Source: an optimization exercise on an open RTL-to-GDS flow (aim: small area and a short achievable clock period). Production flows keep margins and buffers that such runs may drop.
The RTL was checked by simulation tests, not by an equivalence proof against the original design.
Power is estimated from default activity; no workload was simulated.

== old ==
==> module core, before the edit <==
module core(
    input clk, rst_ni,
    input [31:0] instr,
    input [31:0] data_in,
    output [31:0] out_FU_me,
    output mw_o,
    output [31:0] pc_o, write_data_M
    );
    integer i;
    reg [31:0] pc_q, instr_id, pc_id;
    wire stall;
    wire pcsel;
    reg [31:0] target_ex;
    wire [31:0] pc_inc = pc_q + 32'd1;
    wire [31:0] pc_hold = stall ? pc_q : pc_inc;
    always @(posedge clk) begin
        pc_q <= {32{rst_ni}} & (pcsel ? target_ex : pc_hold);
        if (~stall) instr_id <= instr;
    end
    always @(posedge clk) if (~stall) pc_id <= pc_q;
    assign pc_o = pc_q;
    reg rst_d;
    always @(posedge clk) rst_d <= ~rst_ni;
    wire [6:0] opc = instr_id[6:0] & {7{~rst_d}};
    wire [2:0] f3  = instr_id[14:12];
    wire [4:0] rs1 = instr_id[19:15];
    wire [4:0] rs2 = instr_id[24:20];
    wire [4:0] rd  = instr_id[11:7];
    wire o_lui   = opc == 7'b0110111;
    wire o_auipc = opc == 7'b0010111;
    wire o_jal   = opc == 7'b1101111;
    wire o_jalr  = opc == 7'b1100111;
    wire o_br    = opc == 7'b1100011;
    wire o_ld    = opc == 7'b0000011;
    wire o_st    = opc == 7'b0100011;
    wire o_opi   = opc == 7'b0010011;
    wire o_op    = opc == 7'b0110011;
    wire o_alu   = o_opi | o_op;
    wire d_mb  = o_lui | o_auipc | o_ld | o_st | o_opi;
    wire d_md  = o_lui | o_ld;
    wire d_we  = o_lui | o_auipc | o_jal | o_jalr | o_ld | o_opi | o_op;
    wire d_pcw = o_lui | o_jal | o_jalr;
    wire d_pcs = o_lui | o_auipc;
    wire d_s2  = (o_alu & instr_id[30]) | o_br;
    wire [2:0] d_f3 = o_alu ? f3 : 3'b000;
    reg [31:0] imm;
    always @(*) begin
        imm = 0;
        if (o_lui | o_auipc) imm = {instr_id[31:12], 12'b0};
        if (o_jal)  imm = {{12{instr_id[31]}}, instr_id[19:12], instr_id[20], instr_id[30:21], 1'b0};
        if (o_jalr | o_ld | o_opi) imm = {20'b0, instr_id[31:20]};
        if (o_br)   imm = {19'b0, instr_id[31], instr_id[7], instr_id[30:25], instr_id[11:8], 1'b0};
        if (o_st)   imm = {20'b0, instr_id[31:25], instr_id[11:7]};
    end
    reg [31:0] A_op, B_fwd, link_ex;
    reg [2:0] f3_ex, bf3_ex;
    reg s2_ex, mb_ex, bc_ex, jb_ex, we_ex, md_ex, pcw_ex, mw_ex;
    reg [4:0] rd_ex;
    reg [31:0] B_op;     
    reg [31:0] fu_me, wd_me, link_me, wb;
    reg mw_me, we_me, md_me, pcw_me, we_wb;
    reg [4:0] rd_me, rd_wb;
    assign out_FU_me = fu_me;
    assign write_data_M = wd_me;
    assign mw_o = mw_me;
    assign stall = md_ex & ((rd_ex == rs1) | (rd_ex == rs2));
    wire [31:0] wbval = pcw_me ? link_me : (md_me ? data_in : fu_me);
    wire fA_m = we_ex & (rd_ex == rs1) & (|rs1);
    wire fA_w = we_me & (rd_me == rs1) & (|rs1);
    wire fB_m = we_ex & (rd_ex == rs2) & (|rs2);
    wire fB_w = we_me & (rd_me == rs2) & (|rs2);
    wire [31:0] fu;
    ex_alu u_alu(.A_op(A_op), .B(B_op), .s2_ex(s2_ex),
                 .f3_ex(f3_ex), .fu(fu));
    ex_br u_br(.A_op(A_op), .B_fwd(B_fwd), .bf3_ex(bf3_ex), .bc_ex(bc_ex), .jb_ex(jb_ex),
               .pcsel(pcsel));
    reg [31:0] rf [1:31];
    reg [31:1] valid;
    wire [31:0] oh1 = 32'd1 << rs1;
    wire [31:0] oh2 = 32'd1 << rs2;
    wire [31:0] ohw = 32'd1 << rd_wb;
    wire [31:1] sel1 = valid & oh1[31:1];
    wire [31:1] sel2 = valid & oh2[31:1];
    wire sA_pc = d_pcs;
    wire sA_fu = ~d_pcs & fA_m;
    wire sA_wb = ~d_pcs & ~fA_m & fA_w;
    wire sA_rf = ~(d_pcs | fA_m | fA_w);
    wire sB_fu = fB_m;
    wire sB_wb = ~fB_m & fB_w;
    wire sB_rf = ~(fB_m | fB_w);
    wire [31:0] rdA, rdB;
    wire [31:1] wsel = {31{we_wb}} & ohw[31:1];
    wire [31:1] wseln = ~wsel;
    wire [31:0] a_next, b_next;
    wire [31:0] rf_nxt [1:31];
    genvar gr, gb;
    generate for (gb = 0; gb < 32; gb = gb + 1) begin : g_bit
        wire [31:1] q;
        for (gr = 1; gr < 32; gr = gr + 1) begin : g_reg
            assign q[gr] = rf[gr][gb];
            rf_ao22 u_hold(.a1(wsel[gr]), .a2(wb[gb]), .b1(wseln[gr]), .b2(rf[gr][gb]), .y(rf_nxt[gr][gb]));
        end
        rf_rd31 u_ra(.s(sel1), .q(q), .y(rdA[gb]));
        rf_rd31 u_rb(.s(sel2), .q(q), .y(rdB[gb]));
    end endgenerate
    assign a_next = ({32{sA_pc}} & pc_q) | ({32{sA_fu}} & fu) | ({32{sA_wb}} & wbval)
                  | ({32{sA_rf}} & rdA);
    assign b_next = ({32{sB_fu}} & fu) | ({32{sB_wb}} & wbval) | ({32{sB_rf}} & rdB);
    always @(posedge clk)
        for (i = 1; i < 32; i = i + 1) rf[i] <= rf_nxt[i];
    always @(posedge clk or negedge rst_ni) begin
        if (~rst_ni) valid <= 0;
        else valid <= valid | wsel;
    end
    always @(posedge clk) begin
        if (~rst_ni) begin
            f3_ex <= 0; s2_ex <= 0; mb_ex <= 0;
            bc_ex <= 0; jb_ex <= 0; we_ex <= 0; md_ex <= 0; pcw_ex <= 0; mw_ex <= 0;
        end else begin
            f3_ex <= d_f3; s2_ex <= d_s2; mb_ex <= d_mb;
            bc_ex <= o_br; jb_ex <= o_jal | o_jalr; we_ex <= d_we; md_ex <= d_md;
            pcw_ex <= d_pcw; mw_ex <= o_st;
        end
    end
    always @(posedge clk) begin
        A_op <= a_next;
        B_fwd <= b_next;
        B_op <= d_mb ? imm : b_next;
        link_ex <= pc_inc;
        target_ex <= pc_id + (imm >> 2);
        bf3_ex <= f3;
        rd_ex <= rd;
    end
    always @(posedge clk) begin
        if (~rst_ni) begin
            fu_me <= 0; wd_me <= 0; mw_me <= 0; we_me <= 0; we_wb <= 0;
        end else begin
            fu_me <= rst_d ? 32'd0 : fu;
            wd_me <= rst_d ? 32'd0 : B_fwd;
            mw_me <= mw_ex; we_me <= we_ex; we_wb <= we_me;
        end
    end
    always @(posedge clk) begin
        md_me <= md_ex; pcw_me <= pcw_ex; rd_me <= rd_ex; link_me <= (pcw_ex & md_ex) ? imm : link_ex;
        wb <= wbval; rd_wb <= rd_me;
    end
endmodule
export LEC_CHECK = 0
export CAP_MARGIN = 20
export CORE_MARGIN = 2
export CORE_UTILIZATION = 35
export PLACE_DENSITY = 0.55
export SLEW_MARGIN = 20
export SYNTH_HIERARCHICAL = 1
create_clock -name core_clock -period 22.0 [get_ports {clk}]
standard.sh (not shown) runs the stock make flow with config.mk's settings and CLKGATE_MAP_FILE= SYNTH_SCRIPT=/design/flow/synth_recipe.tcl, a recipe that flattens the netlist after the stock synthesis.
==> flow/flow/run.sh <==
#!/bin/bash
# The standard layout, with two changes:
#  - the ports are buffered with plain buffers instead of delay cells;
#  - clock tree synthesis clusters up to 20 flip-flops per leaf buffer and
#    inserts no dummy loads.
export BUFFER_PORTS_ARGS="-buffer_cell sky130_fd_sc_hd__buf_2"
export CTS_ARGS="-sink_clustering_enable -repair_clock_nets -dont_use_dummy_load -sink_clustering_size 20 -sink_clustering_max_diameter 80"
bash standard.sh > standard.log 2>&1
> inputs changed (old -> new)
-- flow/design.v --
<<< old, line 15
    wire [31:0] pc_inc = pc_q + 32'd1;
    wire [31:0] pc_hold = stall ? pc_q : pc_inc;
    always @(posedge clk) begin
        pc_q <= {32{rst_ni}} & (pcsel ? target_ex : pc_hold);
        if (~stall) instr_id <= instr;
    end
>>> new, line 15
    wire [31:0] pc_inc = pc_q + 32'd1;
    wire [31:0] pc_hold = stall ? pc_q : pc_inc;
    wire [31:0] pc_d;
    clr32 u_clr_pc(.d(pcsel ? target_ex : pc_hold), .en(rst_ni), .q(pc_d));
    always @(posedge clk) begin
        pc_q <= pc_d;
        if (~stall) instr_id <= instr;
    end
<<< old, line 45
    wire d_s2  = (o_alu & instr_id[30]) | o_br;
    wire [2:0] d_f3 = o_alu ? f3 : 3'b000;
    reg [31:0] imm;
    always @(*) begin
>>> new, line 47
    wire d_s2  = (o_alu & instr_id[30]) | o_br;
    wire [2:0] d_f3 = o_alu ? f3 : 3'b000;
    wire [31:0] imm_t = instr_id[3] ? {{12{instr_id[31]}}, instr_id[19:12], instr_id[20], instr_id[30:21], 1'b0}
                      : instr_id[2] ? {20'b0, instr_id[31:20]}
                      : {19'b0, instr_id[31], instr_id[7], instr_id[30:25], instr_id[11:8], 1'b0};
    reg [31:0] imm;
    always @(*) begin
<<< old, line 114
        else valid <= valid | wsel;
    end
    always @(posedge clk) begin
        if (~rst_ni) begin
            f3_ex <= 0; s2_ex <= 0; mb_ex <= 0;
            bc_ex <= 0; jb_ex <= 0; we_ex <= 0; md_ex <= 0; pcw_ex <= 0; mw_ex <= 0;
        end else begin
            f3_ex <= d_f3; s2_ex <= d_s2; mb_ex <= d_mb;
            bc_ex <= o_br; jb_ex <= o_jal | o_jalr; we_ex <= d_we; md_ex <= d_md;
            pcw_ex <= d_pcw; mw_ex <= o_st;
        end
    end
    always @(posedge clk) begin
        A_op <= a_next;
>>> new, line 119
        else valid <= valid | wsel;
    end
    wire [10:0] ctl_d;
    clr11 u_clr_ctl(.d({d_f3, d_s2, d_mb, o_br, o_jal | o_jalr, d_we, d_md, d_pcw, o_st}),
                    .en(rst_ni), .q(ctl_d));
    always @(posedge clk)
        {f3_ex, s2_ex, mb_ex, bc_ex, jb_ex, we_ex, md_ex, pcw_ex, mw_ex} <= ctl_d;
    always @(posedge clk) begin
        A_op <= a_next;
<<< old, line 129
        B_op <= d_mb ? imm : b_next;
        link_ex <= pc_inc;
        target_ex <= pc_id + (imm >> 2);
        bf3_ex <= f3;
        rd_ex <= rd;
    end
    always @(posedge clk) begin
        if (~rst_ni) begin
            fu_me <= 0; wd_me <= 0; mw_me <= 0; we_me <= 0; we_wb <= 0;
        end else begin
            fu_me <= rst_d ? 32'd0 : fu;
            wd_me <= rst_d ? 32'd0 : B_fwd;
            mw_me <= mw_ex; we_me <= we_ex; we_wb <= we_me;
        end
    end
    always @(posedge clk) begin
>>> new, line 129
        B_op <= d_mb ? imm : b_next;
        link_ex <= pc_inc;
        target_ex <= pc_id + (imm_t >> 2);
        bf3_ex <= f3;
        rd_ex <= rd;
    end
    wire [31:0] fu_d, wd_d;
    wire [2:0] mctl_d;
    clr32 u_clr_fu(.d(fu & {32{~rst_d}}), .en(rst_ni), .q(fu_d));
    clr32 u_clr_wd(.d(B_fwd & {32{~rst_d}}), .en(rst_ni), .q(wd_d));
    clr3 u_clr_mctl(.d({mw_ex, we_ex, we_me}), .en(rst_ni), .q(mctl_d));
    always @(posedge clk) begin
        fu_me <= fu_d; wd_me <= wd_d;
        {mw_me, we_me, we_wb} <= mctl_d;
    end
    always @(posedge clk) begin
<<< old, line 219
    assign pcsel = jb_ex | (bc_ex & cond);
endmodule
>>> new, line 219
    assign pcsel = jb_ex | (bc_ex & cond);
endmodule
module clr32(input [31:0] d, input en, output [31:0] q);
    assign q = d & {32{en}};
endmodule
module clr11(input [10:0] d, input en, output [10:0] q);
    assign q = d & {11{en}};
endmodule
module clr3(input [2:0] d, input en, output [2:0] q);
    assign q = d & {3{en}};
endmodule
Results
- new: done, clean on timing, DRC and antenna
- Cmp new vs old: setup slack higher in new
- Iteration-0 DRC count of the detailed router of new exceeds that of old by a few percent.
- old has higher critical path depth than new.
- Going from old to new, post-synthesis area per instance now smaller, number of clock-tree buffers in the layout now larger.
- new reports a higher die area than old does.
- old ended up with f3_ex[2]$_SDFF_PN0_ as its capture point of the critical path; new ended up with pc_o[8].
- Cmp new vs old: pin count of the biggest net entering global routing higher in new
- Summary of new over old: power after layout moved up; clock skew moved down; maximum frequency moved up; cell area moved up; x dimension of the die moved up.

## what the ideal ports hide
The results above use ideal ports. As a check the final layouts listed here were re-extracted and re-timed, cells and wires unchanged. Step 1: set_driving_cell puts a clkbuf_16 on clk and a buf_2 on each other input, an assumption about the parent block. Step 2 also shifts input and output timing later by t, the mid clock arrival at the registers, as if the neighbouring blocks saw the same clock. Three values: ideal ports, drivers, drivers and shift; two values: the first two.
run | shift t [ns] | setup slack, ns | hold slack, ns | latest minus earliest clock arrival (ns)
old | 0.791 | 15.556 / 15.617 / 14.826 | 0.349 / 0.349 / 0.349 | 0.134 / 0.133
new | 0.824 | 15.952 / 15.862 / 15.850 | 0.364 / 0.364 / 0.364 | 0.088 / 0.088
After both steps every run listed still meets setup and hold. For old, which loses most, drivers alone change the setup slack by +0.061 ns; drivers and shift together by -0.730 ns.
